From an optimization exercise on the open Yosys and OpenROAD flow, aimed at small area; shortcuts taken in it are not production practice.
Only simulation tests tie the RTL to the original design; equivalence was not proved.
In this run the design's own scripts or RTL, not TritonCTS, make the clock network.
The flow treats the clock pin as an ideal source. Dropping or thinning the clock tree relies on that and would not hold on a real chip.

--- flow/flow/run.sh ---
#!/bin/bash
# The standard layout (bash standard.sh) with these changes:
#  - port buffers (one per input and output port, as standard) use buf_1 cells;
#  - after clock tree synthesis, its tree is replaced (POST_CTS_TCL hook) by a
#    two-level tree: clk -> one clkbuf_8 -> 9 clkbuf_8, each driving the
#    flip-flops of one placement cluster (flow/mantree.tcl, flow/rebuild.tcl).
# standard.sh's output goes to standard_flow.log; ORFS's per-step logs stay in orfs/logs.
set -euo pipefail
FLOWDIR="$PWD/flow"
cat > "$PWD/post_cts.tcl" <<EOF
source $FLOWDIR/mantree.tcl
source $FLOWDIR/rebuild.tcl
clktree_rebuild 9 sky130_fd_sc_hd__clkbuf_8 sky130_fd_sc_hd__clkbuf_8
detailed_placement
check_placement -verbose
estimate_parasitics -placement
report_worst_slack -max
report_worst_slack -min
EOF
export POST_CTS_TCL="$PWD/post_cts.tcl"
export BUFFER_PORTS_ARGS="-buffer_cell sky130_fd_sc_hd__buf_1"
export CTS_ARGS="-sink_clustering_enable -repair_clock_nets -buf_list sky130_fd_sc_hd__clkbuf_8 -dont_use_dummy_load"
bash standard.sh > standard_flow.log 2>&1
--- flow/flow/mantree.tcl ---
# Build a two-level clock tree by hand: the clock port drives one root
# buffer, which drives NLEAF leaf buffers, each feeding the flip-flops of one
# k-means cluster (by placed location) directly.
proc mantree_build { nleaf leaf_cell root_cell } {
  set db [ord::get_db]
  set block [ord::get_db_block]
  set clknet [$block findNet clk]
  set sinks {}
  foreach it [$clknet getITerms] {
    lappend sinks $it
  }
  set pts {}
  foreach it $sinks {
    set b [[$it getInst] getBBox]
    lappend pts [list [expr {([$b xMin] + [$b xMax]) / 2}] [expr {([$b yMin] + [$b yMax]) / 2}]]
  }
  set n [llength $pts]
  # k-means, deterministic init: sinks sorted by x then split evenly
  set order [lsort -integer -indices [lmap p $pts {lindex $p 0}]]
  set cent {}
  for {set k 0} {$k < $nleaf} {incr k} {
    set i [lindex $order [expr {int(($k + 0.5) * $n / $nleaf)}]]
    lappend cent [lindex $pts $i]
  }
  set cap [expr {int(ceil(double($n) / $nleaf)) + 2}]
  for {set iter 0} {$iter < 30} {incr iter} {
    # capacity-limited assignment: closest sink-centroid pairs first
    set pairs {}
    for {set i 0} {$i < $n} {incr i} {
      set p [lindex $pts $i]
      for {set k 0} {$k < $nleaf} {incr k} {
        set c [lindex $cent $k]
        set d [expr {abs([lindex $p 0] - [lindex $c 0]) + abs([lindex $p 1] - [lindex $c 1])}]
        lappend pairs [list $d $i $k]
      }
    }
    set pairs [lsort -real -index 0 $pairs]
    set asg [lrepeat $n -1]
    set cnt [lrepeat $nleaf 0]
    foreach pr $pairs {
      lassign $pr d i k
      if {[lindex $asg $i] >= 0} continue
      if {[lindex $cnt $k] >= $cap} continue
      lset asg $i $k
      lset cnt $k [expr {[lindex $cnt $k] + 1}]
    }
    set newc {}
    for {set k 0} {$k < $nleaf} {incr k} {
      set sx 0; set sy 0; set m 0
      for {set i 0} {$i < $n} {incr i} {
        if {[lindex $asg $i] == $k} {
          set sx [expr {$sx + [lindex $pts $i 0]}]
          set sy [expr {$sy + [lindex $pts $i 1]}]
          incr m
        }
      }
      if {$m > 0} {
        lappend newc [list [expr {$sx / $m}] [expr {$sy / $m}]]
      } else {
        lappend newc [lindex $cent $k]
      }
    }
    set cent $newc
  }
  # root buffer at the centroid of the leaves
  set rx 0; set ry 0
  foreach c $cent { set rx [expr {$rx + [lindex $c 0]}]; set ry [expr {$ry + [lindex $c 1]}] }
  set rx [expr {$rx / $nleaf}]; set ry [expr {$ry / $nleaf}]
  set rmaster [$db findMaster $root_cell]
  set lmaster [$db findMaster $leaf_cell]
  set root [odb::dbInst_create $block $rmaster "clkroot_buf"]
  $root setLocation [expr {int($rx)}] [expr {int($ry)}]
  $root setPlacementStatus PLACED
  set rnet [odb::dbNet_create $block "clk_root"]
  $rnet setSigType CLOCK
  foreach it $sinks { $it disconnect }
  [$root findITerm A] connect $clknet
  [$root findITerm X] connect $rnet
  for {set k 0} {$k < $nleaf} {incr k} {
    set leaf [odb::dbInst_create $block $lmaster "clkleaf_buf_$k"]
    $leaf setLocation [expr {int([lindex $cent $k 0])}] [expr {int([lindex $cent $k 1])}]
    $leaf setPlacementStatus PLACED
    set lnet [odb::dbNet_create $block "clk_leaf_$k"]
    $lnet setSigType CLOCK
    [$leaf findITerm A] connect $rnet
    [$leaf findITerm X] connect $lnet
    for {set i 0} {$i < $n} {incr i} {
      if {[lindex $asg $i] == $k} {
        [lindex $sinks $i] connect $lnet
      }
    }
  }
  puts "mantree: $n sinks, $nleaf leaves, cluster sizes $cnt"
}
--- flow/flow/rebuild.tcl ---
# Replace the clock tree that clock_tree_synthesis built with a two-level
# tree (mantree.tcl): every flip-flop clock pin goes back on the clock net,
# the CTS buffers and their nets are removed, then the new tree is built.
proc clktree_rebuild { nleaf leaf_cell root_cell } {
  set block [ord::get_db_block]
  set clknet [$block findNet clk]
  set bufs {}
  foreach inst [$block getInsts] {
    if {[string match "clkbuf_*" [$inst getName]] && [string match "sky130_fd_sc_hd__clkbuf_*" [[$inst getMaster] getName]]} {
      lappend bufs $inst
    }
  }
  set nets {}
  foreach b $bufs {
    set onet [[$b findITerm X] getNet]
    if {$onet ne "NULL"} { lappend nets $onet }
  }
  foreach onet $nets {
    foreach it [$onet getITerms] {
      set inst [$it getInst]
      if {[lsearch -exact $bufs $inst] >= 0} continue
      $it disconnect
      $it connect $clknet
    }
  }
  foreach b $bufs { odb::dbInst_destroy $b }
  foreach onet $nets { odb::dbNet_destroy $onet }
  puts "clktree_rebuild: removed [llength $bufs] CTS buffers"
  mantree_build $nleaf $leaf_cell $root_cell
}
--- flow/standard.sh ---
#!/bin/bash
# synth_recipe.tcl (not shown) runs the flow's synth.tcl, then flattens the netlist and writes it again
# the make line also repeats each setting of config.mk as NAME=value (left out here)
make -C /OpenROAD-flow-scripts/flow DESIGN_CONFIG=/design/flow/config.mk WORK_HOME=/design/flow/orfs CLKGATE_MAP_FILE= SYNTH_SCRIPT=/design/flow/synth_recipe.tcl "${@:-finish}"
--- flow/config.mk ---
export PLATFORM = sky130hd
export DESIGN_NAME = fir_filter
export DESIGN_NICKNAME = fir_filter
export VERILOG_FILES = /design/flow/design.v
export SDC_FILE = /design/flow/constraint.sdc
export NUM_CORES = 4
export LEC_CHECK = 0
export CAP_MARGIN = 20
export CORE_MARGIN = 2
export CORE_UTILIZATION = 72
export GPL_TIMING_DRIVEN = 0
export SLEW_MARGIN = 20
export SYNTH_HIERARCHICAL = 1
--- flow/constraint.sdc ---
create_clock -name core_clock -period 13.0 [get_ports {clk}]
set_input_delay 2.6000 -clock core_clock [delete_from_list [all_inputs] [get_ports {clk}]]
set_output_delay 2.6000 -clock core_clock [all_outputs]
set_load 0.01 [all_outputs]
--- flow/design.v ---
module fir_filter(clk,reset,data_in,data_out);
input clk,reset;
input signed [15:0] data_in;  
output reg signed [15:0] data_out;  
reg [15:0] x0, x1, x2, x3, x4, x5, x6, x7;
wire [15:0] y;
always @(posedge clk or posedge reset)
  if (reset) begin
    x0 <= 0; x1 <= 0; x2 <= 0; x3 <= 0;
    x4 <= 0; x5 <= 0; x6 <= 0; x7 <= 0;
    data_out <= 0;
  end else begin
    x0 <= data_in; x1 <= x0; x2 <= x1; x3 <= x2;
    x4 <= x3; x5 <= x4; x6 <= x5; x7 <= x6;
    data_out <= y;
  end
  wire n1 = x1[0] ^ x6[0];
  wire n2 = x1[0] & x6[0];
  wire n3, n4;
  fir_fa u_n3 (.a(x1[1]), .b(x6[1]), .c(n2), .s(n3), .co(n4));
  wire n5, n6;
  fir_fa u_n5 (.a(x1[2]), .b(x6[2]), .c(n4), .s(n5), .co(n6));
  wire n7, n8;
  fir_fa u_n7 (.a(x1[3]), .b(x6[3]), .c(n6), .s(n7), .co(n8));
  wire n9, n10;
  fir_fa u_n9 (.a(x1[4]), .b(x6[4]), .c(n8), .s(n9), .co(n10));
  wire n11, n12;
  fir_fa u_n11 (.a(x1[5]), .b(x6[5]), .c(n10), .s(n11), .co(n12));
  wire n13, n14;
  fir_fa u_n13 (.a(x1[6]), .b(x6[6]), .c(n12), .s(n13), .co(n14));
  wire n15, n16;
  fir_fa u_n15 (.a(x1[7]), .b(x6[7]), .c(n14), .s(n15), .co(n16));
  wire n17, n18;
  fir_fa u_n17 (.a(x1[8]), .b(x6[8]), .c(n16), .s(n17), .co(n18));
  wire n19, n20;
  fir_fa u_n19 (.a(x1[9]), .b(x6[9]), .c(n18), .s(n19), .co(n20));
  wire n21, n22;
  fir_fa u_n21 (.a(x1[10]), .b(x6[10]), .c(n20), .s(n21), .co(n22));
  wire n23, n24;
  fir_fa u_n23 (.a(x1[11]), .b(x6[11]), .c(n22), .s(n23), .co(n24));
  wire n25, n26;
  fir_fa u_n25 (.a(x1[12]), .b(x6[12]), .c(n24), .s(n25), .co(n26));
  wire n27, n28;
  fir_fa u_n27 (.a(x1[13]), .b(x6[13]), .c(n26), .s(n27), .co(n28));
  wire n29, n30;
  fir_fa u_n29 (.a(x1[14]), .b(x6[14]), .c(n28), .s(n29), .co(n30));
  wire n31, n32;
  fir_fa u_n31 (.a(x1[15]), .b(x6[15]), .c(~n30), .s(n31), .co(n32));
  wire n33 = x2[0] ^ x5[0];
  wire n34 = x2[0] & x5[0];
  wire n35, n36;
  fir_fa u_n35 (.a(x2[1]), .b(x5[1]), .c(n34), .s(n35), .co(n36));
  wire n37, n38;
  fir_fa u_n37 (.a(x2[2]), .b(x5[2]), .c(n36), .s(n37), .co(n38));
  wire n39, n40;
  fir_fa u_n39 (.a(x2[3]), .b(x5[3]), .c(n38), .s(n39), .co(n40));
  wire n41, n42;
  fir_fa u_n41 (.a(x2[4]), .b(x5[4]), .c(n40), .s(n41), .co(n42));
  wire n43, n44;
  fir_fa u_n43 (.a(x2[5]), .b(x5[5]), .c(n42), .s(n43), .co(n44));
  wire n45, n46;
  fir_fa u_n45 (.a(x2[6]), .b(x5[6]), .c(n44), .s(n45), .co(n46));
  wire n47, n48;
  fir_fa u_n47 (.a(x2[7]), .b(x5[7]), .c(n46), .s(n47), .co(n48));
  wire n49, n50;
  fir_fa u_n49 (.a(x2[8]), .b(x5[8]), .c(n48), .s(n49), .co(n50));
  wire n51, n52;
  fir_fa u_n51 (.a(x2[9]), .b(x5[9]), .c(n50), .s(n51), .co(n52));
  wire n53, n54;
  fir_fa u_n53 (.a(x2[10]), .b(x5[10]), .c(n52), .s(n53), .co(n54));
  wire n55, n56;
  fir_fa u_n55 (.a(x2[11]), .b(x5[11]), .c(n54), .s(n55), .co(n56));
  wire n57, n58;
  fir_fa u_n57 (.a(x2[12]), .b(x5[12]), .c(n56), .s(n57), .co(n58));
  wire n59, n60;
  fir_fa u_n59 (.a(x2[13]), .b(x5[13]), .c(n58), .s(n59), .co(n60));
  wire n61, n62;
  fir_fa u_n61 (.a(x2[14]), .b(x5[14]), .c(n60), .s(n61), .co(n62));
  wire n63, n64;
  fir_fa u_n63 (.a(x2[15]), .b(x5[15]), .c(~n62), .s(n63), .co(n64));
  wire n65 = x3[0] ^ x4[0];
  wire n66 = x3[0] & x4[0];
  wire n67, n68;
  fir_fa u_n67 (.a(x3[1]), .b(x4[1]), .c(n66), .s(n67), .co(n68));
  wire n69, n70;
  fir_fa u_n69 (.a(x3[2]), .b(x4[2]), .c(n68), .s(n69), .co(n70));
  wire n71, n72;
  fir_fa u_n71 (.a(x3[3]), .b(x4[3]), .c(n70), .s(n71), .co(n72));
  wire n73, n74;
  fir_fa u_n73 (.a(x3[4]), .b(x4[4]), .c(n72), .s(n73), .co(n74));
  wire n75, n76;
  fir_fa u_n75 (.a(x3[5]), .b(x4[5]), .c(n74), .s(n75), .co(n76));
  wire n77, n78;
  fir_fa u_n77 (.a(x3[6]), .b(x4[6]), .c(n76), .s(n77), .co(n78));
  wire n79, n80;
  fir_fa u_n79 (.a(x3[7]), .b(x4[7]), .c(n78), .s(n79), .co(n80));
  wire n81, n82;
  fir_fa u_n81 (.a(x3[8]), .b(x4[8]), .c(n80), .s(n81), .co(n82));
  wire n83, n84;
  fir_fa u_n83 (.a(x3[9]), .b(x4[9]), .c(n82), .s(n83), .co(n84));
  wire n85, n86;
  fir_fa u_n85 (.a(x3[10]), .b(x4[10]), .c(n84), .s(n85), .co(n86));
  wire n87, n88;
  fir_fa u_n87 (.a(x3[11]), .b(x4[11]), .c(n86), .s(n87), .co(n88));
  wire n89, n90;
  fir_fa u_n89 (.a(x3[12]), .b(x4[12]), .c(n88), .s(n89), .co(n90));
  wire n91, n92;
  fir_fa u_n91 (.a(x3[13]), .b(x4[13]), .c(n90), .s(n91), .co(n92));
  wire n93, n94;
  fir_fa u_n93 (.a(x3[14]), .b(x4[14]), .c(n92), .s(n93), .co(n94));
  wire n95, n96;
  fir_fa u_n95 (.a(x3[15]), .b(x4[15]), .c(~n94), .s(n95), .co(n96));
  wire n97 = ~x0[0] ^ n33;
  wire n98 = ~x0[0] & n33;
  wire n99, n100;
  fir_fa u_n99 (.a(~x0[1]), .b(n98), .c(n35), .s(n99), .co(n100));
  wire n101, n102;
  fir_fa u_n101 (.a(~x0[2]), .b(n37), .c(n100), .s(n101), .co(n102));
  wire n103, n104;
  fir_fa u_n103 (.a(~x0[3]), .b(n39), .c(n102), .s(n103), .co(n104));
  wire n105, n106;
  fir_fa u_n105 (.a(~x0[4]), .b(n41), .c(n104), .s(n105), .co(n106));
  wire n107, n108;
  fir_fa u_n107 (.a(~x0[5]), .b(n43), .c(n106), .s(n107), .co(n108));
  wire n109, n110;
  fir_fa u_n109 (.a(~x0[6]), .b(n45), .c(n108), .s(n109), .co(n110));
  wire n111, n112;
  fir_fa u_n111 (.a(~x0[7]), .b(n47), .c(n110), .s(n111), .co(n112));
  wire n113, n114;
  fir_fa u_n113 (.a(~x0[8]), .b(n49), .c(n112), .s(n113), .co(n114));
  wire n115, n116;
  fir_fa u_n115 (.a(~x0[9]), .b(n51), .c(n114), .s(n115), .co(n116));
  wire n117, n118;
  fir_fa u_n117 (.a(~x0[10]), .b(n53), .c(n116), .s(n117), .co(n118));
  wire n119, n120;
  fir_fa u_n119 (.a(~x0[11]), .b(n55), .c(n118), .s(n119), .co(n120));
  wire n121, n122;
  fir_fa u_n121 (.a(~x0[12]), .b(n57), .c(n120), .s(n121), .co(n122));
  wire n123, n124;
  fir_fa u_n123 (.a(~x0[13]), .b(n59), .c(n122), .s(n123), .co(n124));
  wire n125, n126;
  fir_fa u_n125 (.a(~x0[14]), .b(n61), .c(n124), .s(n125), .co(n126));
  wire n127, n128;
  fir_fa u_n127 (.a(x0[15]), .b(~n63), .c(n126), .s(n127), .co(n128));
  wire n129 = x0[3] ^ n1;
  wire n130 = x0[3] & n1;
  wire n131, n132;
  fir_fa u_n131 (.a(x0[4]), .b(n130), .c(n3), .s(n131), .co(n132));
  wire n133, n134;
  fir_fa u_n133 (.a(x0[5]), .b(n5), .c(n132), .s(n133), .co(n134));
  wire n135, n136;
  fir_fa u_n135 (.a(x0[6]), .b(n7), .c(n134), .s(n135), .co(n136));
  wire n137, n138;
  fir_fa u_n137 (.a(x0[7]), .b(n9), .c(n136), .s(n137), .co(n138));
  wire n139, n140;
  fir_fa u_n139 (.a(x0[8]), .b(n11), .c(n138), .s(n139), .co(n140));
  wire n141, n142;
  fir_fa u_n141 (.a(x0[9]), .b(n13), .c(n140), .s(n141), .co(n142));
  wire n143, n144;
  fir_fa u_n143 (.a(x0[10]), .b(n15), .c(n142), .s(n143), .co(n144));
  wire n145, n146;
  fir_fa u_n145 (.a(x0[11]), .b(n17), .c(n144), .s(n145), .co(n146));
  wire n147, n148;
  fir_fa u_n147 (.a(x0[12]), .b(n19), .c(n146), .s(n147), .co(n148));
  wire n149, n150;
  fir_fa u_n149 (.a(x0[13]), .b(n21), .c(n148), .s(n149), .co(n150));
  wire n151, n152;
  fir_fa u_n151 (.a(x0[14]), .b(n23), .c(n150), .s(n151), .co(n152));
  wire n153, n154;
  fir_fa u_n153 (.a(~x0[15]), .b(n25), .c(n152), .s(n153), .co(n154));
  wire n155 = n27 ^ n154;
  wire n156 = n27 & n154;
  wire n157 = n156 ^ n29;
  wire n158 = n156 & n29;
  wire n159 = n158 ^ ~n31;
  wire n160 = n158 & ~n31;
  wire n161 = ~n32 ^ n160;
  wire n162 = ~n32 & n160;
  wire n163 = x7[0] ^ n3;
  wire n164 = x7[0] & n3;
  wire n165, n166;
  fir_fa u_n165 (.a(x7[1]), .b(n164), .c(n5), .s(n165), .co(n166));
  wire n167, n168;
  fir_fa u_n167 (.a(x7[2]), .b(n7), .c(n166), .s(n167), .co(n168));
  wire n169, n170;
  fir_fa u_n169 (.a(x7[3]), .b(n9), .c(n168), .s(n169), .co(n170));
  wire n171, n172;
  fir_fa u_n171 (.a(x7[4]), .b(n11), .c(n170), .s(n171), .co(n172));
  wire n173, n174;
  fir_fa u_n173 (.a(x7[5]), .b(n13), .c(n172), .s(n173), .co(n174));
  wire n175, n176;
  fir_fa u_n175 (.a(x7[6]), .b(n15), .c(n174), .s(n175), .co(n176));
  wire n177, n178;
  fir_fa u_n177 (.a(x7[7]), .b(n17), .c(n176), .s(n177), .co(n178));
  wire n179, n180;
  fir_fa u_n179 (.a(x7[8]), .b(n19), .c(n178), .s(n179), .co(n180));
  wire n181, n182;
  fir_fa u_n181 (.a(x7[9]), .b(n21), .c(n180), .s(n181), .co(n182));
  wire n183, n184;
  fir_fa u_n183 (.a(x7[10]), .b(n23), .c(n182), .s(n183), .co(n184));
  wire n185, n186;
  fir_fa u_n185 (.a(x7[11]), .b(n25), .c(n184), .s(n185), .co(n186));
  wire n187, n188;
  fir_fa u_n187 (.a(x7[12]), .b(n27), .c(n186), .s(n187), .co(n188));
  wire n189, n190;
  fir_fa u_n189 (.a(x7[13]), .b(n29), .c(n188), .s(n189), .co(n190));
  wire n191, n192;
  fir_fa u_n191 (.a(x7[14]), .b(n190), .c(~n31), .s(n191), .co(n192));
  wire n193, n194;
  fir_fa u_n193 (.a(x7[15]), .b(n32), .c(~n192), .s(n193), .co(n194));
  wire n195 = x7[0] ^ n97;
  wire n196 = x7[0] & n97;
  wire n197, n198;
  fir_fa u_n197 (.a(x7[1]), .b(n196), .c(n99), .s(n197), .co(n198));
  wire n199, n200;
  fir_fa u_n199 (.a(x7[2]), .b(n198), .c(n101), .s(n199), .co(n200));
  wire n201, n202;
  fir_fa u_n201 (.a(x7[3]), .b(n200), .c(n103), .s(n201), .co(n202));
  wire n203, n204;
  fir_fa u_n203 (.a(x7[4]), .b(n202), .c(n105), .s(n203), .co(n204));
  wire n205, n206;
  fir_fa u_n205 (.a(x7[5]), .b(n204), .c(n107), .s(n205), .co(n206));
  wire n207, n208;
  fir_fa u_n207 (.a(x7[6]), .b(n206), .c(n109), .s(n207), .co(n208));
  wire n209, n210;
  fir_fa u_n209 (.a(x7[7]), .b(n208), .c(n111), .s(n209), .co(n210));
  wire n211 = x7[8] ^ n113;
  wire n212 = x7[8] & n113;
  wire n213, n214;
  fir_fa u_n213 (.a(x7[9]), .b(n212), .c(n115), .s(n213), .co(n214));
  wire n215, n216;
  fir_fa u_n215 (.a(x7[10]), .b(n214), .c(n117), .s(n215), .co(n216));
  wire n217, n218;
  fir_fa u_n217 (.a(x7[11]), .b(n216), .c(n119), .s(n217), .co(n218));
  wire n219, n220;
  fir_fa u_n219 (.a(x7[12]), .b(n218), .c(n121), .s(n219), .co(n220));
  wire n221, n222;
  fir_fa u_n221 (.a(x7[13]), .b(n220), .c(n123), .s(n221), .co(n222));
  wire n223, n224;
  fir_fa u_n223 (.a(x7[14]), .b(n222), .c(n125), .s(n223), .co(n224));
  wire n225, n226;
  fir_fa u_n225 (.a(~x7[15]), .b(n224), .c(n127), .s(n225), .co(n226));
  wire n227, n228;
  fir_fa u_n227 (.a(~n64), .b(n128), .c(n226), .s(n227), .co(n228));
  wire n229 = n65 ^ n99;
  wire n230 = n65 & n99;
  wire n231, n232;
  fir_fa u_n231 (.a(n67), .b(n230), .c(n101), .s(n231), .co(n232));
  wire n233, n234;
  fir_fa u_n233 (.a(n69), .b(n232), .c(n103), .s(n233), .co(n234));
  wire n235, n236;
  fir_fa u_n235 (.a(n71), .b(n234), .c(n105), .s(n235), .co(n236));
  wire n237, n238;
  fir_fa u_n237 (.a(n73), .b(n236), .c(n107), .s(n237), .co(n238));
  wire n239, n240;
  fir_fa u_n239 (.a(n75), .b(n238), .c(n109), .s(n239), .co(n240));
  wire n241, n242;
  fir_fa u_n241 (.a(n77), .b(n240), .c(n111), .s(n241), .co(n242));
  wire n243, n244;
  fir_fa u_n243 (.a(n79), .b(n242), .c(n113), .s(n243), .co(n244));
  wire n245, n246;
  fir_fa u_n245 (.a(n81), .b(n244), .c(n115), .s(n245), .co(n246));
  wire n247, n248;
  fir_fa u_n247 (.a(n83), .b(n246), .c(n117), .s(n247), .co(n248));
  wire n249, n250;
  fir_fa u_n249 (.a(n85), .b(n248), .c(n119), .s(n249), .co(n250));
  wire n251, n252;
  fir_fa u_n251 (.a(n87), .b(n250), .c(n121), .s(n251), .co(n252));
  wire n253, n254;
  fir_fa u_n253 (.a(n89), .b(n252), .c(n123), .s(n253), .co(n254));
  wire n255, n256;
  fir_fa u_n255 (.a(n91), .b(n254), .c(n125), .s(n255), .co(n256));
  wire n257, n258;
  fir_fa u_n257 (.a(n93), .b(n256), .c(n127), .s(n257), .co(n258));
  wire n259, n260;
  fir_fa u_n259 (.a(n64), .b(n95), .c(~n128), .s(n259), .co(n260));
  wire n261 = n258 ^ ~n259;
  wire n262 = n258 & ~n259;
  wire n263, n264;
  fir_fa u_n263 (.a(n96), .b(n260), .c(~n262), .s(n263), .co(n264));
  wire n265 = (1'b0 & n1) | (1'b0 & n197) | (n1 & n197);
  wire n266 = 1'b0 ^ x0[0] ^ n97;
  wire n267 = (1'b0 & x0[0]) | (1'b0 & n97) | (x0[0] & n97);
  wire n268, n269;
  fir_fa u_n268 (.a(n163), .b(n266), .c(n265), .s(n268), .co(n269));
  wire n270 = ~(n199 | n268);
  wire n271 = 1'b0 ^ x0[1] ^ x0[0];
  wire n272 = (1'b0 & x0[1]) | (1'b0 & x0[0]) | (x0[1] & x0[0]);
  wire n273, n274;
  fir_fa u_n273 (.a(n271), .b(n267), .c(n229), .s(n273), .co(n274));
  wire n275, n276;
  fir_fa u_n275 (.a(n165), .b(n273), .c(n269), .s(n275), .co(n276));
  wire n277 = (n201 & ~n270) | (n201 & n275) | (~n270 & n275);
  wire n278 = 1'b0 ^ x0[2] ^ x0[1];
  wire n279 = (1'b0 & x0[2]) | (1'b0 & x0[1]) | (x0[2] & x0[1]);
  wire n280, n281;
  fir_fa u_n280 (.a(n1), .b(n272), .c(n278), .s(n280), .co(n281));
  wire n282, n283;
  fir_fa u_n282 (.a(n280), .b(n274), .c(n167), .s(n282), .co(n283));
  wire n284, n285;
  fir_fa u_n284 (.a(~n65), .b(n231), .c(n282), .s(n284), .co(n285));
  wire n286, n287;
  fir_fa u_n286 (.a(n276), .b(n203), .c(n284), .s(n286), .co(n287));
  wire n288 = ~(n277 | n286);
  wire n289, n290;
  fir_fa u_n289 (.a(x0[2]), .b(n279), .c(n129), .s(n289), .co(n290));
  wire n291, n292;
  fir_fa u_n291 (.a(n195), .b(n281), .c(n163), .s(n291), .co(n292));
  wire n293, n294;
  fir_fa u_n293 (.a(~n67), .b(n289), .c(n291), .s(n293), .co(n294));
  wire n295, n296;
  fir_fa u_n295 (.a(n293), .b(n169), .c(n283), .s(n295), .co(n296));
  wire n297, n298;
  fir_fa u_n297 (.a(n233), .b(n295), .c(n285), .s(n297), .co(n298));
  wire n299, n300;
  fir_fa u_n299 (.a(n287), .b(n297), .c(n205), .s(n299), .co(n300));
  wire n301 = n288 & ~n299;
  wire n302, n303;
  fir_fa u_n302 (.a(n129), .b(n290), .c(~n69), .s(n302), .co(n303));
  wire n304, n305;
  fir_fa u_n304 (.a(n131), .b(n292), .c(n302), .s(n304), .co(n305));
  wire n306, n307;
  fir_fa u_n306 (.a(n165), .b(n197), .c(n294), .s(n306), .co(n307));
  wire n308, n309;
  fir_fa u_n308 (.a(n304), .b(n306), .c(n171), .s(n308), .co(n309));
  wire n310, n311;
  fir_fa u_n310 (.a(n296), .b(n235), .c(n308), .s(n310), .co(n311));
  wire n312, n313;
  fir_fa u_n312 (.a(n298), .b(n310), .c(n300), .s(n312), .co(n313));
  wire n314 = (n207 & ~n301) | (n207 & n312) | (~n301 & n312);
  wire n315 = 1'b0 ^ x0[0] ^ n131;
  wire n316 = (1'b0 & x0[0]) | (1'b0 & n131) | (x0[0] & n131);
  wire n317, n318;
  fir_fa u_n317 (.a(n303), .b(n133), .c(n315), .s(n317), .co(n318));
  wire n319, n320;
  fir_fa u_n319 (.a(n305), .b(n167), .c(n199), .s(n319), .co(n320));
  wire n321, n322;
  fir_fa u_n321 (.a(~n71), .b(n317), .c(n307), .s(n321), .co(n322));
  wire n323, n324;
  fir_fa u_n323 (.a(n319), .b(n321), .c(n173), .s(n323), .co(n324));
  wire n325, n326;
  fir_fa u_n325 (.a(n309), .b(n237), .c(n311), .s(n325), .co(n326));
  wire n327, n328;
  fir_fa u_n327 (.a(n323), .b(n325), .c(n313), .s(n327), .co(n328));
  wire n329 = (n209 & n327) | (n209 & n314) | (n327 & n314);
  wire n330, n331;
  fir_fa u_n330 (.a(x0[1]), .b(n1), .c(n133), .s(n330), .co(n331));
  wire n332, n333;
  fir_fa u_n332 (.a(n316), .b(n135), .c(n330), .s(n332), .co(n333));
  wire n334, n335;
  fir_fa u_n334 (.a(n318), .b(n169), .c(n320), .s(n334), .co(n335));
  wire n336, n337;
  fir_fa u_n336 (.a(~n73), .b(n332), .c(n201), .s(n336), .co(n337));
  wire n338, n339;
  fir_fa u_n338 (.a(n322), .b(n334), .c(n336), .s(n338), .co(n339));
  wire n340, n341;
  fir_fa u_n340 (.a(n324), .b(n175), .c(n338), .s(n340), .co(n341));
  wire n342, n343;
  fir_fa u_n342 (.a(n239), .b(n326), .c(n340), .s(n342), .co(n343));
  wire n344, n345;
  fir_fa u_n344 (.a(n210), .b(n211), .c(n342), .s(n344), .co(n345));
  wire n346 = (n328 & n344) | (n328 & n329) | (n344 & n329);
  wire n347, n348;
  fir_fa u_n347 (.a(x0[2]), .b(n163), .c(n135), .s(n347), .co(n348));
  wire n349, n350;
  fir_fa u_n349 (.a(n331), .b(n137), .c(n333), .s(n349), .co(n350));
  wire n351, n352;
  fir_fa u_n351 (.a(n347), .b(n171), .c(n335), .s(n351), .co(n352));
  wire n353, n354;
  fir_fa u_n353 (.a(n349), .b(n203), .c(n337), .s(n353), .co(n354));
  wire n355, n356;
  fir_fa u_n355 (.a(n351), .b(n339), .c(n353), .s(n355), .co(n356));
  wire n357, n358;
  fir_fa u_n357 (.a(n177), .b(n341), .c(n355), .s(n357), .co(n358));
  wire n359, n360;
  fir_fa u_n359 (.a(n241), .b(n343), .c(n357), .s(n359), .co(n360));
  wire n361, n362;
  fir_fa u_n361 (.a(~n75), .b(n345), .c(n359), .s(n361), .co(n362));
  wire n363 = (n213 & n361) | (n213 & n346) | (n361 & n346);
  wire n364 = 1'b1 ^ ~n129 ^ n97;
  wire n365 = (1'b1 & ~n129) | (1'b1 & n97) | (~n129 & n97);
  wire n366, n367;
  fir_fa u_n366 (.a(n165), .b(n137), .c(n348), .s(n366), .co(n367));
  wire n368, n369;
  fir_fa u_n368 (.a(n364), .b(n77), .c(~n139), .s(n368), .co(n369));
  wire n370, n371;
  fir_fa u_n370 (.a(n350), .b(n366), .c(n173), .s(n370), .co(n371));
  wire n372, n373;
  fir_fa u_n372 (.a(n352), .b(n354), .c(n205), .s(n372), .co(n373));
  wire n374, n375;
  fir_fa u_n374 (.a(n370), .b(n356), .c(n372), .s(n374), .co(n375));
  wire n376, n377;
  fir_fa u_n376 (.a(n179), .b(n358), .c(n374), .s(n376), .co(n377));
  wire n378, n379;
  fir_fa u_n378 (.a(n243), .b(n360), .c(n376), .s(n378), .co(n379));
  wire n380, n381;
  fir_fa u_n380 (.a(~n368), .b(n362), .c(n378), .s(n380), .co(n381));
  wire n382 = (n215 & n363) | (n215 & n380) | (n363 & n380);
  wire n383, n384;
  fir_fa u_n383 (.a(n365), .b(~n131), .c(n229), .s(n383), .co(n384));
  wire n385, n386;
  fir_fa u_n385 (.a(n167), .b(n139), .c(n367), .s(n385), .co(n386));
  wire n387, n388;
  fir_fa u_n387 (.a(n383), .b(n79), .c(n369), .s(n387), .co(n388));
  wire n389, n390;
  fir_fa u_n389 (.a(n141), .b(n385), .c(n371), .s(n389), .co(n390));
  wire n391, n392;
  fir_fa u_n391 (.a(n175), .b(n373), .c(n207), .s(n391), .co(n392));
  wire n393, n394;
  fir_fa u_n393 (.a(n389), .b(n375), .c(n391), .s(n393), .co(n394));
  wire n395, n396;
  fir_fa u_n395 (.a(n181), .b(n377), .c(n393), .s(n395), .co(n396));
  wire n397, n398;
  fir_fa u_n397 (.a(n245), .b(n379), .c(n395), .s(n397), .co(n398));
  wire n399, n400;
  fir_fa u_n399 (.a(~n387), .b(n381), .c(n397), .s(n399), .co(n400));
  wire n401 = (n217 & n382) | (n217 & n399) | (n382 & n399);
  wire n402 = 1'b0 ^ n1 ^ n97;
  wire n403 = (1'b0 & n1) | (1'b0 & n97) | (n1 & n97);
  wire n404, n405;
  fir_fa u_n404 (.a(n402), .b(n133), .c(~n384), .s(n404), .co(n405));
  wire n406, n407;
  fir_fa u_n406 (.a(~n231), .b(n169), .c(n404), .s(n406), .co(n407));
  wire n408, n409;
  fir_fa u_n408 (.a(n141), .b(n386), .c(n406), .s(n408), .co(n409));
  wire n410, n411;
  fir_fa u_n410 (.a(n81), .b(~n143), .c(n388), .s(n410), .co(n411));
  wire n412, n413;
  fir_fa u_n412 (.a(n408), .b(n390), .c(n177), .s(n412), .co(n413));
  wire n414, n415;
  fir_fa u_n414 (.a(n392), .b(n209), .c(n412), .s(n414), .co(n415));
  wire n416, n417;
  fir_fa u_n416 (.a(n394), .b(n414), .c(n183), .s(n416), .co(n417));
  wire n418, n419;
  fir_fa u_n418 (.a(~n410), .b(n396), .c(n416), .s(n418), .co(n419));
  wire n420, n421;
  fir_fa u_n420 (.a(n247), .b(n398), .c(n418), .s(n420), .co(n421));
  wire n422, n423;
  fir_fa u_n422 (.a(n400), .b(n219), .c(n420), .s(n422), .co(n423));
  wire n424 = ~(n401 | n422);
  wire n425 = 1'b0 ^ n403 ^ n163;
  wire n426 = (1'b0 & n403) | (1'b0 & n163) | (n403 & n163);
  wire n427, n428;
  fir_fa u_n427 (.a(n425), .b(n229), .c(n135), .s(n427), .co(n428));
  wire n429, n430;
  fir_fa u_n429 (.a(n427), .b(n405), .c(n171), .s(n429), .co(n430));
  wire n431, n432;
  fir_fa u_n431 (.a(~n233), .b(n407), .c(n429), .s(n431), .co(n432));
  wire n433, n434;
  fir_fa u_n433 (.a(n143), .b(n409), .c(n431), .s(n433), .co(n434));
  wire n435, n436;
  fir_fa u_n435 (.a(n83), .b(~n145), .c(n411), .s(n435), .co(n436));
  wire n437, n438;
  fir_fa u_n437 (.a(n210), .b(n179), .c(n413), .s(n437), .co(n438));
  wire n439, n440;
  fir_fa u_n439 (.a(n433), .b(~n435), .c(n211), .s(n439), .co(n440));
  wire n441, n442;
  fir_fa u_n441 (.a(n415), .b(n437), .c(n439), .s(n441), .co(n442));
  wire n443, n444;
  fir_fa u_n443 (.a(n185), .b(n417), .c(n441), .s(n443), .co(n444));
  wire n445, n446;
  fir_fa u_n445 (.a(n419), .b(n443), .c(n249), .s(n445), .co(n446));
  wire n447, n448;
  fir_fa u_n447 (.a(n421), .b(n445), .c(n423), .s(n447), .co(n448));
  wire n449 = (n221 & ~n424) | (n221 & n447) | (~n424 & n447);
  wire n450, n451;
  fir_fa u_n450 (.a(~n97), .b(n426), .c(n165), .s(n450), .co(n451));
  wire n452, n453;
  fir_fa u_n452 (.a(n450), .b(n231), .c(n137), .s(n452), .co(n453));
  wire n454, n455;
  fir_fa u_n454 (.a(n428), .b(n452), .c(n173), .s(n454), .co(n455));
  wire n456, n457;
  fir_fa u_n456 (.a(n430), .b(n454), .c(n432), .s(n456), .co(n457));
  wire n458, n459;
  fir_fa u_n458 (.a(n235), .b(~n145), .c(n85), .s(n458), .co(n459));
  wire n460, n461;
  fir_fa u_n460 (.a(n434), .b(n456), .c(n147), .s(n460), .co(n461));
  wire n462, n463;
  fir_fa u_n462 (.a(n436), .b(n458), .c(~n181), .s(n462), .co(n463));
  wire n464, n465;
  fir_fa u_n464 (.a(n438), .b(n460), .c(n440), .s(n464), .co(n465));
  wire n466, n467;
  fir_fa u_n466 (.a(n213), .b(n442), .c(n464), .s(n466), .co(n467));
  wire n468, n469;
  fir_fa u_n468 (.a(n187), .b(n444), .c(n466), .s(n468), .co(n469));
  wire n470, n471;
  fir_fa u_n470 (.a(n468), .b(n446), .c(n251), .s(n470), .co(n471));
  wire n472, n473;
  fir_fa u_n472 (.a(n470), .b(n448), .c(n223), .s(n472), .co(n473));
  wire n474 = (~n462 & n449) | (~n462 & n472) | (n449 & n472);
  wire n475, n476;
  fir_fa u_n475 (.a(~n229), .b(n167), .c(n451), .s(n475), .co(n476));
  wire n477, n478;
  fir_fa u_n477 (.a(n475), .b(n233), .c(n139), .s(n477), .co(n478));
  wire n479, n480;
  fir_fa u_n479 (.a(n453), .b(n477), .c(n455), .s(n479), .co(n480));
  wire n481, n482;
  fir_fa u_n481 (.a(n175), .b(n479), .c(n457), .s(n481), .co(n482));
  wire n483, n484;
  fir_fa u_n483 (.a(n237), .b(n87), .c(n459), .s(n483), .co(n484));
  wire n485, n486;
  fir_fa u_n485 (.a(n147), .b(n481), .c(n149), .s(n485), .co(n486));
  wire n487, n488;
  fir_fa u_n487 (.a(n461), .b(~n483), .c(n183), .s(n487), .co(n488));
  wire n489, n490;
  fir_fa u_n489 (.a(~n463), .b(n485), .c(n465), .s(n489), .co(n490));
  wire n491, n492;
  fir_fa u_n491 (.a(n487), .b(n215), .c(n467), .s(n491), .co(n492));
  wire n493, n494;
  fir_fa u_n493 (.a(n489), .b(n189), .c(n469), .s(n493), .co(n494));
  wire n495, n496;
  fir_fa u_n495 (.a(n491), .b(n493), .c(n471), .s(n495), .co(n496));
  wire n497, n498;
  fir_fa u_n497 (.a(n253), .b(n495), .c(n473), .s(n497), .co(n498));
  wire n499, n500;
  fir_fa u_n499 (.a(n225), .b(n497), .c(n474), .s(n499), .co(n500));
  wire n501, n502;
  fir_fa u_n501 (.a(~n231), .b(n169), .c(n476), .s(n501), .co(n502));
  wire n503, n504;
  fir_fa u_n503 (.a(n501), .b(n141), .c(n478), .s(n503), .co(n504));
  wire n505, n506;
  fir_fa u_n505 (.a(n235), .b(n503), .c(n480), .s(n505), .co(n506));
  wire n507, n508;
  fir_fa u_n507 (.a(n177), .b(n505), .c(n482), .s(n507), .co(n508));
  wire n509, n510;
  fir_fa u_n509 (.a(n239), .b(n89), .c(n484), .s(n509), .co(n510));
  wire n511, n512;
  fir_fa u_n511 (.a(n149), .b(n507), .c(n151), .s(n511), .co(n512));
  wire n513, n514;
  fir_fa u_n513 (.a(n486), .b(n185), .c(n488), .s(n513), .co(n514));
  wire n515, n516;
  fir_fa u_n515 (.a(n511), .b(n490), .c(n513), .s(n515), .co(n516));
  wire n517, n518;
  fir_fa u_n517 (.a(~n509), .b(n217), .c(n492), .s(n517), .co(n518));
  wire n519, n520;
  fir_fa u_n519 (.a(n515), .b(n191), .c(n494), .s(n519), .co(n520));
  wire n521, n522;
  fir_fa u_n521 (.a(n517), .b(n519), .c(n496), .s(n521), .co(n522));
  wire n523, n524;
  fir_fa u_n523 (.a(n255), .b(n521), .c(n498), .s(n523), .co(n524));
  wire n525, n526;
  fir_fa u_n525 (.a(n227), .b(n523), .c(n500), .s(n525), .co(n526));
  wire n527 = 1'b0 ^ n171 ^ n502;
  wire n528 = (1'b0 & n171) | (1'b0 & n502) | (n171 & n502);
  wire n529, n530;
  fir_fa u_n529 (.a(n527), .b(n143), .c(n504), .s(n529), .co(n530));
  wire n531, n532;
  fir_fa u_n531 (.a(~n233), .b(n237), .c(n529), .s(n531), .co(n532));
  wire n533, n534;
  fir_fa u_n533 (.a(n506), .b(n179), .c(n531), .s(n533), .co(n534));
  wire n535, n536;
  fir_fa u_n535 (.a(n508), .b(n151), .c(n533), .s(n535), .co(n536));
  wire n537, n538;
  fir_fa u_n537 (.a(n241), .b(n91), .c(n510), .s(n537), .co(n538));
  wire n539, n540;
  fir_fa u_n539 (.a(n512), .b(n153), .c(n535), .s(n539), .co(n540));
  wire n541, n542;
  fir_fa u_n541 (.a(n187), .b(n514), .c(n539), .s(n541), .co(n542));
  wire n543, n544;
  fir_fa u_n543 (.a(n516), .b(n541), .c(n219), .s(n543), .co(n544));
  wire n545, n546;
  fir_fa u_n545 (.a(~n537), .b(n518), .c(n543), .s(n545), .co(n546));
  wire n547, n548;
  fir_fa u_n547 (.a(~n193), .b(n520), .c(n545), .s(n547), .co(n548));
  wire n549, n550;
  fir_fa u_n549 (.a(n522), .b(n257), .c(n547), .s(n549), .co(n550));
  wire n551, n552;
  fir_fa u_n551 (.a(n228), .b(n524), .c(n549), .s(n551), .co(n552));
  wire n553 = 1'b0 ^ n173 ^ n528;
  wire n554 = (1'b0 & n173) | (1'b0 & n528) | (n173 & n528);
  wire n555, n556;
  fir_fa u_n555 (.a(n553), .b(n145), .c(n530), .s(n555), .co(n556));
  wire n557, n558;
  fir_fa u_n557 (.a(n239), .b(n555), .c(n532), .s(n557), .co(n558));
  wire n559, n560;
  fir_fa u_n559 (.a(n235), .b(~n181), .c(n243), .s(n559), .co(n560));
  wire n561, n562;
  fir_fa u_n561 (.a(n534), .b(n557), .c(n536), .s(n561), .co(n562));
  wire n563, n564;
  fir_fa u_n563 (.a(n559), .b(~n153), .c(n93), .s(n563), .co(n564));
  wire n565, n566;
  fir_fa u_n565 (.a(n155), .b(n540), .c(n561), .s(n565), .co(n566));
  wire n567, n568;
  fir_fa u_n567 (.a(n538), .b(n563), .c(~n189), .s(n567), .co(n568));
  wire n569, n570;
  fir_fa u_n569 (.a(n542), .b(n565), .c(n544), .s(n569), .co(n570));
  wire n571, n572;
  fir_fa u_n571 (.a(n567), .b(~n221), .c(n194), .s(n571), .co(n572));
  wire n573, n574;
  fir_fa u_n573 (.a(n569), .b(n546), .c(~n571), .s(n573), .co(n574));
  wire n575, n576;
  fir_fa u_n575 (.a(n548), .b(n573), .c(n261), .s(n575), .co(n576));
  wire n577, n578;
  fir_fa u_n577 (.a(n550), .b(n575), .c(n552), .s(n577), .co(n578));
  wire n579 = 1'b0 ^ n175 ^ n554;
  wire n580 = (1'b0 & n175) | (1'b0 & n554) | (n175 & n554);
  wire n581, n582;
  fir_fa u_n581 (.a(n579), .b(n147), .c(n556), .s(n581), .co(n582));
  wire n583, n584;
  fir_fa u_n583 (.a(n241), .b(n581), .c(n558), .s(n583), .co(n584));
  wire n585, n586;
  fir_fa u_n585 (.a(~n237), .b(n183), .c(n583), .s(n585), .co(n586));
  wire n587, n588;
  fir_fa u_n587 (.a(n245), .b(n560), .c(~n155), .s(n587), .co(n588));
  wire n589, n590;
  fir_fa u_n589 (.a(n562), .b(n585), .c(n157), .s(n589), .co(n590));
  wire n591, n592;
  fir_fa u_n591 (.a(~n95), .b(n564), .c(n587), .s(n591), .co(n592));
  wire n593, n594;
  fir_fa u_n593 (.a(n566), .b(n589), .c(n191), .s(n593), .co(n594));
  wire n595, n596;
  fir_fa u_n595 (.a(n568), .b(n591), .c(~n593), .s(n595), .co(n596));
  wire n597, n598;
  fir_fa u_n597 (.a(n570), .b(n223), .c(~n572), .s(n597), .co(n598));
  wire n599, n600;
  fir_fa u_n599 (.a(~n595), .b(n597), .c(n574), .s(n599), .co(n600));
  wire n601, n602;
  fir_fa u_n601 (.a(n599), .b(n576), .c(~n263), .s(n601), .co(n602));
  wire n603 = 1'b0 ^ n177 ^ n580;
  wire n604 = (1'b0 & n177) | (1'b0 & n580) | (n177 & n580);
  wire n605, n606;
  fir_fa u_n605 (.a(n603), .b(n149), .c(n582), .s(n605), .co(n606));
  wire n607, n608;
  fir_fa u_n607 (.a(n243), .b(n605), .c(n584), .s(n607), .co(n608));
  wire n609, n610;
  fir_fa u_n609 (.a(n185), .b(n607), .c(n586), .s(n609), .co(n610));
  wire n611, n612;
  fir_fa u_n611 (.a(n239), .b(n247), .c(~n96), .s(n611), .co(n612));
  wire n613, n614;
  fir_fa u_n613 (.a(n157), .b(n609), .c(n590), .s(n613), .co(n614));
  wire n615, n616;
  fir_fa u_n615 (.a(n588), .b(n611), .c(n592), .s(n615), .co(n616));
  wire n617, n618;
  fir_fa u_n617 (.a(n159), .b(n613), .c(n594), .s(n617), .co(n618));
  wire n619, n620;
  fir_fa u_n619 (.a(n615), .b(n193), .c(n596), .s(n619), .co(n620));
  wire n621, n622;
  fir_fa u_n621 (.a(n617), .b(n598), .c(n225), .s(n621), .co(n622));
  wire n623, n624;
  fir_fa u_n623 (.a(~n619), .b(n621), .c(n600), .s(n623), .co(n624));
  wire n625, n626;
  fir_fa u_n625 (.a(~n264), .b(n623), .c(n602), .s(n625), .co(n626));
  wire n627, n628;
  fir_fa u_n627 (.a(n179), .b(~n241), .c(n604), .s(n627), .co(n628));
  wire n629, n630;
  fir_fa u_n629 (.a(n151), .b(n606), .c(n627), .s(n629), .co(n630));
  wire n631, n632;
  fir_fa u_n631 (.a(n245), .b(n629), .c(n608), .s(n631), .co(n632));
  wire n633, n634;
  fir_fa u_n633 (.a(n187), .b(n631), .c(n610), .s(n633), .co(n634));
  wire n635, n636;
  fir_fa u_n635 (.a(n249), .b(n612), .c(~n159), .s(n635), .co(n636));
  wire n637, n638;
  fir_fa u_n637 (.a(n161), .b(n633), .c(n614), .s(n637), .co(n638));
  wire n639, n640;
  fir_fa u_n639 (.a(n635), .b(n616), .c(n194), .s(n639), .co(n640));
  wire n641, n642;
  fir_fa u_n641 (.a(n637), .b(n618), .c(~n639), .s(n641), .co(n642));
  wire n643, n644;
  fir_fa u_n643 (.a(n641), .b(n622), .c(n227), .s(n643), .co(n644));
  wire n645, n646;
  fir_fa u_n645 (.a(~n620), .b(n643), .c(n624), .s(n645), .co(n646));
  wire n647, n648;
  fir_fa u_n647 (.a(n181), .b(~n243), .c(n628), .s(n647), .co(n648));
  wire n649, n650;
  fir_fa u_n649 (.a(n630), .b(n153), .c(n647), .s(n649), .co(n650));
  wire n651, n652;
  fir_fa u_n651 (.a(n247), .b(n632), .c(n649), .s(n651), .co(n652));
  wire n653, n654;
  fir_fa u_n653 (.a(n189), .b(n651), .c(n634), .s(n653), .co(n654));
  wire n655, n656;
  fir_fa u_n655 (.a(n162), .b(n161), .c(~n251), .s(n655), .co(n656));
  wire n657, n658;
  fir_fa u_n657 (.a(n653), .b(n638), .c(n655), .s(n657), .co(n658));
  wire n659, n660;
  fir_fa u_n659 (.a(n636), .b(n640), .c(~n657), .s(n659), .co(n660));
  wire n661, n662;
  fir_fa u_n661 (.a(n642), .b(~n659), .c(n228), .s(n661), .co(n662));
  wire n663, n664;
  fir_fa u_n663 (.a(n644), .b(n661), .c(n646), .s(n663), .co(n664));
  wire n665 = 1'b0 ^ n183 ^ n648;
  wire n666 = (1'b0 & n183) | (1'b0 & n648) | (n183 & n648);
  wire n667, n668;
  fir_fa u_n667 (.a(n155), .b(n650), .c(n665), .s(n667), .co(n668));
  wire n669, n670;
  fir_fa u_n669 (.a(n249), .b(n652), .c(n667), .s(n669), .co(n670));
  wire n671, n672;
  fir_fa u_n671 (.a(n162), .b(n191), .c(n669), .s(n671), .co(n672));
  wire n673, n674;
  fir_fa u_n673 (.a(n245), .b(~n654), .c(n253), .s(n673), .co(n674));
  wire n675, n676;
  fir_fa u_n675 (.a(n656), .b(n671), .c(n658), .s(n675), .co(n676));
  wire n677, n678;
  fir_fa u_n677 (.a(n673), .b(~n675), .c(n660), .s(n677), .co(n678));
  wire n679, n680;
  fir_fa u_n679 (.a(~n677), .b(n662), .c(n664), .s(n679), .co(n680));
  wire n681, n682;
  fir_fa u_n681 (.a(n185), .b(n666), .c(~n247), .s(n681), .co(n682));
  wire n683, n684;
  fir_fa u_n683 (.a(n157), .b(n668), .c(n681), .s(n683), .co(n684));
  wire n685, n686;
  fir_fa u_n685 (.a(n251), .b(n670), .c(n683), .s(n685), .co(n686));
  wire n687, n688;
  fir_fa u_n687 (.a(~n193), .b(n672), .c(n685), .s(n687), .co(n688));
  wire n689, n690;
  fir_fa u_n689 (.a(n255), .b(n674), .c(~n687), .s(n689), .co(n690));
  wire n691, n692;
  fir_fa u_n691 (.a(~n676), .b(n689), .c(n678), .s(n691), .co(n692));
  wire n693 = 1'b0 ^ n187 ^ n682;
  wire n694 = (1'b0 & n187) | (1'b0 & n682) | (n187 & n682);
  wire n695, n696;
  fir_fa u_n695 (.a(n159), .b(n684), .c(n693), .s(n695), .co(n696));
  wire n697, n698;
  fir_fa u_n697 (.a(n249), .b(n194), .c(~n253), .s(n697), .co(n698));
  wire n699, n700;
  fir_fa u_n699 (.a(n686), .b(n695), .c(n688), .s(n699), .co(n700));
  wire n701, n702;
  fir_fa u_n701 (.a(n697), .b(n257), .c(n690), .s(n701), .co(n702));
  wire n703, n704;
  fir_fa u_n703 (.a(~n699), .b(n701), .c(n692), .s(n703), .co(n704));
  wire n705, n706;
  fir_fa u_n705 (.a(n189), .b(n694), .c(n161), .s(n705), .co(n706));
  wire n707, n708;
  fir_fa u_n707 (.a(~n251), .b(n696), .c(n705), .s(n707), .co(n708));
  wire n709, n710;
  fir_fa u_n709 (.a(n255), .b(~n698), .c(n707), .s(n709), .co(n710));
  wire n711, n712;
  fir_fa u_n711 (.a(n700), .b(n709), .c(~n261), .s(n711), .co(n712));
  wire n713, n714;
  fir_fa u_n713 (.a(n702), .b(~n711), .c(n704), .s(n713), .co(n714));
  wire n715 = 1'b0 ^ n162 ^ n191;
  wire n716 = (1'b0 & n162) | (1'b0 & n191) | (n162 & n191);
  wire n717, n718;
  fir_fa u_n717 (.a(n706), .b(~n253), .c(n715), .s(n717), .co(n718));
  wire n719, n720;
  fir_fa u_n719 (.a(n708), .b(n717), .c(n257), .s(n719), .co(n720));
  wire n721, n722;
  fir_fa u_n721 (.a(n710), .b(n719), .c(n712), .s(n721), .co(n722));
  wire n723, n724;
  fir_fa u_n723 (.a(n263), .b(n721), .c(~n714), .s(n723), .co(n724));
  wire n725 = 1'b1 ^ ~n716 ^ n193;
  wire n726 = (1'b1 & ~n716) | (1'b1 & n193) | (~n716 & n193);
  wire n727, n728;
  fir_fa u_n727 (.a(n255), .b(~n718), .c(n725), .s(n727), .co(n728));
  wire n729, n730;
  fir_fa u_n729 (.a(n261), .b(~n727), .c(n720), .s(n729), .co(n730));
  wire n731, n732;
  fir_fa u_n731 (.a(n264), .b(n729), .c(n722), .s(n731), .co(n732));
  wire n733, n734;
  fir_fa u_n733 (.a(n194), .b(n726), .c(n257), .s(n733), .co(n734));
  wire n735, n736;
  fir_fa u_n735 (.a(n728), .b(n733), .c(n263), .s(n735), .co(n736));
  wire n737, n738;
  fir_fa u_n737 (.a(n730), .b(~n735), .c(n732), .s(n737), .co(n738));
  wire n739 = n261 ^ n734 ^ n264;
  wire n740 = n736 ^ n739 ^ ~n738;
  wire n741 = n526 ^ n551;
  wire n742 = ~(n526 | n551);
  wire n743 = ~n577 ^ n742;
  wire n744 = ~n577 & n742;
  wire n745, n746;
  fir_fa u_n745 (.a(n578), .b(n601), .c(~n744), .s(n745), .co(n746));
  wire n747 = n625 ^ n746;
  wire n748 = ~(n625 | n746);
  wire n749, n750;
  fir_fa u_n749 (.a(n626), .b(n645), .c(~n748), .s(n749), .co(n750));
  wire n751 = n663 ^ n750;
  wire n752 = ~(n663 | n750);
  wire n753 = ~n679 ^ n752;
  wire n754 = ~n679 & n752;
  wire n755 = ~n680 ^ n691;
  wire n756 = ~n680 & n691;
  wire n757 = n703 ^ n756;
  wire n758 = n703 & n756;
  wire n759 = n713 ^ n758;
  wire n760 = n713 & n758;
  wire n761 = ~n723 ^ n760;
  wire n762 = ~n723 & n760;
  wire n763, n764;
  fir_fa u_n763 (.a(n724), .b(n731), .c(~n762), .s(n763), .co(n764));
  wire n765 = n737 ^ n764;
  wire n766 = ~(n737 | n764);
  wire n767 = n740 ^ n766;
  wire n768 = ~n680 ^ n691 ^ 1'b1;
  wire n769 = (~n680 & n691) | (~n680 & 1'b1) | (n691 & 1'b1);
  wire n770 = n703 ^ n769;
  wire n771 = n703 & n769;
  wire n772 = n713 ^ n771;
  wire n773 = n713 & n771;
  wire n774 = ~n723 ^ n773;
  wire n775 = ~n723 & n773;
  wire n776, n777;
  fir_fa u_n776 (.a(n724), .b(n731), .c(~n775), .s(n776), .co(n777));
  wire n778 = n737 ^ n777;
  wire n779 = ~(n737 | n777);
  wire n780 = n740 ^ n779;
  wire n781 = n754 ? n768 : n755;
  wire n782 = n754 ? n770 : n757;
  wire n783 = n754 ? n772 : n759;
  wire n784 = n754 ? n774 : n761;
  wire n785 = n754 ? n776 : n763;
  wire n786 = n754 ? n778 : n765;
  wire n787 = n754 ? n780 : n767;
  assign y = {n787, n786, ~n785, n784, n783, n782, n781, n753, n751, ~n749, n747, ~n745, n743, n741, ~n525, ~n499};
endmodule
module fir_fa(a, b, c, s, co);
input a, b, c;
output s, co;
assign s = a ^ b ^ c;
assign co = (a & b) | (a & c) | (b & c);
endmodule
==> run notes <==
outcome=complete, no violations; Data arrival, critical path=approximately 13000 ps; register area=~3600 µm²; DP Area=11900 µm²; total of max-cap violations=0; Tot GR Track Use=between 20 and 30%; cell mode on critical path=fa_1; clock sink total=around 140; DR pass1 iterations=5; layout cell share with drive strength beyond 1=2.10%; Tcrit/Tclk final=96.4%; count of cell types in the netlist=22; RSZ-0062 raised after global routing=no; clk latency of the worst-skew pair=about 420 ps; DIE HEIGHT=between 100 and 150 µm; reg2reg path depth=39; WL per Instance=about 23 µm; NumNets Final=between 1000 and 1500; ant diodes=0; initial core utilization=73.0%; Worst Hold Class=flop to flop; FF-to-FF Start=x1[0]; syn_nets=around 1100; Cell Area, Synth=roughly 12000 µm²; Req. time, crit path=around 13000 ps; cell family with most CP delay=adder cells; RePlAce Congestion=around 0.90; hold-critical path endpoint=x5[0]; worst-margin pin slew=just under 500 ps; flop and latch count out of synthesis=between 100 and 150; Final min period=between 10000 and 15000 ps; synth-to-layout area growth=4.94%; Slew headroom=68.0%; final setup skew=between 15 and 20 ps; hold path start=x4[0]; die area=17000 µm²; syn_area_per_cell=17.2 µm²; Mapped Cells=671; Yosys top cell area share=about three fifths; register area share after synthesis=31.3%; initial DRC count=between 200 and 300; CP max-delay cell=fa_2; IO Port Bufs=33; Multi-input gate area=7480 µm²; WL final=21000 µm; final instance area=roughly 12000 µm²; Ys Warns=7; Final ANT Viol Nets=0; FF-to-FF setup slack=between 400 and 500 ps; Final HPWL DP=about 19000 µm; Post-synth EDFFs=0; kind of critical path=flop to flop; WP buf/inv=6; io pins=34; global-route wire length before repair=~34000 µm; top cells by area, synth=fa_1, dfrtp_1, ha_1; most frequent cell after synthesis=fa_1; hold path cells=0; Die Width=130 µm; GRT overflow=0; Setup TNS Final=0 ps; Fillers=about 900; # setup viols final=0; vias in the first global route=6342; DR DRC count=0; Final Hold Vio Count=0; RR Endpoint=data_out[15]; fmax=79.8 MHz; Rows=between 40 and 50; slowest stage delay, CP=660 ps; most frequent cells after synthesis=fa_1, dfrtp_1, inv_1; Most used DFF post-synth=dfrtp_1; CORE AREA=15800 µm²; CP startpoint kind=flop; Async SR Flop Fraction=between 90% and 100%; Slew Limit Fails=0; final design utilization=approximately 77%; routed vias/inst=~5.5; cell taking the most area after synthesis=fa_1; worst-path fanout max=4; largest net degree at the start of global routing=83; Reg clk slew, reported paths=around 90 ps; antenna violations before repair=0; routed vias=5107; Critical Path Sink Type=flop
-- cell usage in the layout (no fill, tap or decap), drive strengths merged --
cell,instances
o2bb2ai,1
buf,35
a211oi,1
mux2i,3
nand2,6
a22oi,1
nand2b,3
nor2,2
nand4,1
a221oi,1
xor2,2
o22a,1
a21oi,3
and2,1
o22ai,4
xnor2,9
nand3,1
ha,36
fa,337
dfrtp,144
inv,113
clkbuf,10
-- worst max path at each step --
stage               startpoint            to  cells past startpoint
finish                   x1[0]  data_out[15]                     39
global route             x1[0]  data_out[15]                     39
detailed placement       x1[0]  data_out[15]                     39
global placement         x1[0]  data_out[15]                     39
floorplan                x1[0]  data_out[15]                     39
-- sequential cells by signal, indices dropped and copies added, names as in the netlist --
register / cells
x5: 16
x7: 16
x4: 16
x0: 16
x2: 16
x3: 16
x1: 16
data_out: 16
x6: 16
-- cell type report --
class                      instances  share of cell area, %
tap                              216                   2.24
inverter                         113                   3.57
sequential                       144                   29.8
timing repair buffer              34                   1.25
multi-input combinational        413                   61.9
buffer                            11                   1.23
-- worst reg2reg max path, delay by kind of cell, from the launching register on --
family                   cells  cell delay (ps)
multiplexers                 1              250
XOR/XNOR                     2              320
buffers and inverters        6              410
flip-flops                   1              420
adder cells (fa/ha/maj)     29            10990
AND/OR/NAND/NOR              1              100
-- metrics by stage --
| stage | worst slack [ps] | hold slack, ps | std cells |
|---|---|---|---|
| after floorplan | 1090 | 357 | 671 |
| after detailed placement | 347 | 374 | 921 |
| after global placement | 451 | 372 | 920 |
| after global routing | 27.1 | 402 | 931 |
| final | 463 | 389 | 931 |
-- per-module statistics from Yosys (local to each module, per instance) --
module / area (µm²) / flops+latches / cells inside
fir_filter: 4770 / 144 / 334
fir_fa: 20.0 / 0 / 1
-- logic make-up after synthesis --
kind of cell    after synthesis  share of synthesized area, %
xor+xnor                     11                         0.837
compound gates               12                         0.706
flops                       144                          31.3
mux                           3                         0.293
buf+inv                     114                          3.78
fa+ha+maj                   373                          62.5
simple gates                 14                         0.576
-- per-layer routing --
metal	share of wire (%)	GRT usage, %	wire length, µm	vias to the layer above
met5	0	0	0	-
met4	1.3	3.82	278	0
met3	6.8	6.68	1420	22
met2	47	42.6	9810	120
met1	45	46.1	9500	2903
li1	-	-	-	2062

-- static timing again, ports no longer ideal --
How much do the figures lean on ideal ports? The routed layout below was timed once more, with nothing changed but the port constraints.
Step 1, drivers: a clkbuf_16 drives clk and a buf_2 each remaining input, both assumed.
Step 2 adds t to the input delays and takes it off the output delays; t is the mean of the earliest and latest rising clock arrival at the registers after step 1. Input paths then give back, and output paths get back, about the clock's delay inside the block.
Slacks: ideal / step 1 / step 2; pairs: ideal / step 1.
t, ns: 0.455
slack for setup (ns): 0.463 / 0.463 / 0.463
worst setup path after step 2: register to register
worst register clock-pin slew, ns: 0.10 / 0.10
pins driven straight from the clock port: 1
After both steps this run still meets setup and hold. The setup slack of this run moves by 0.000 ns with the drivers and by 0.000 ns with both steps.
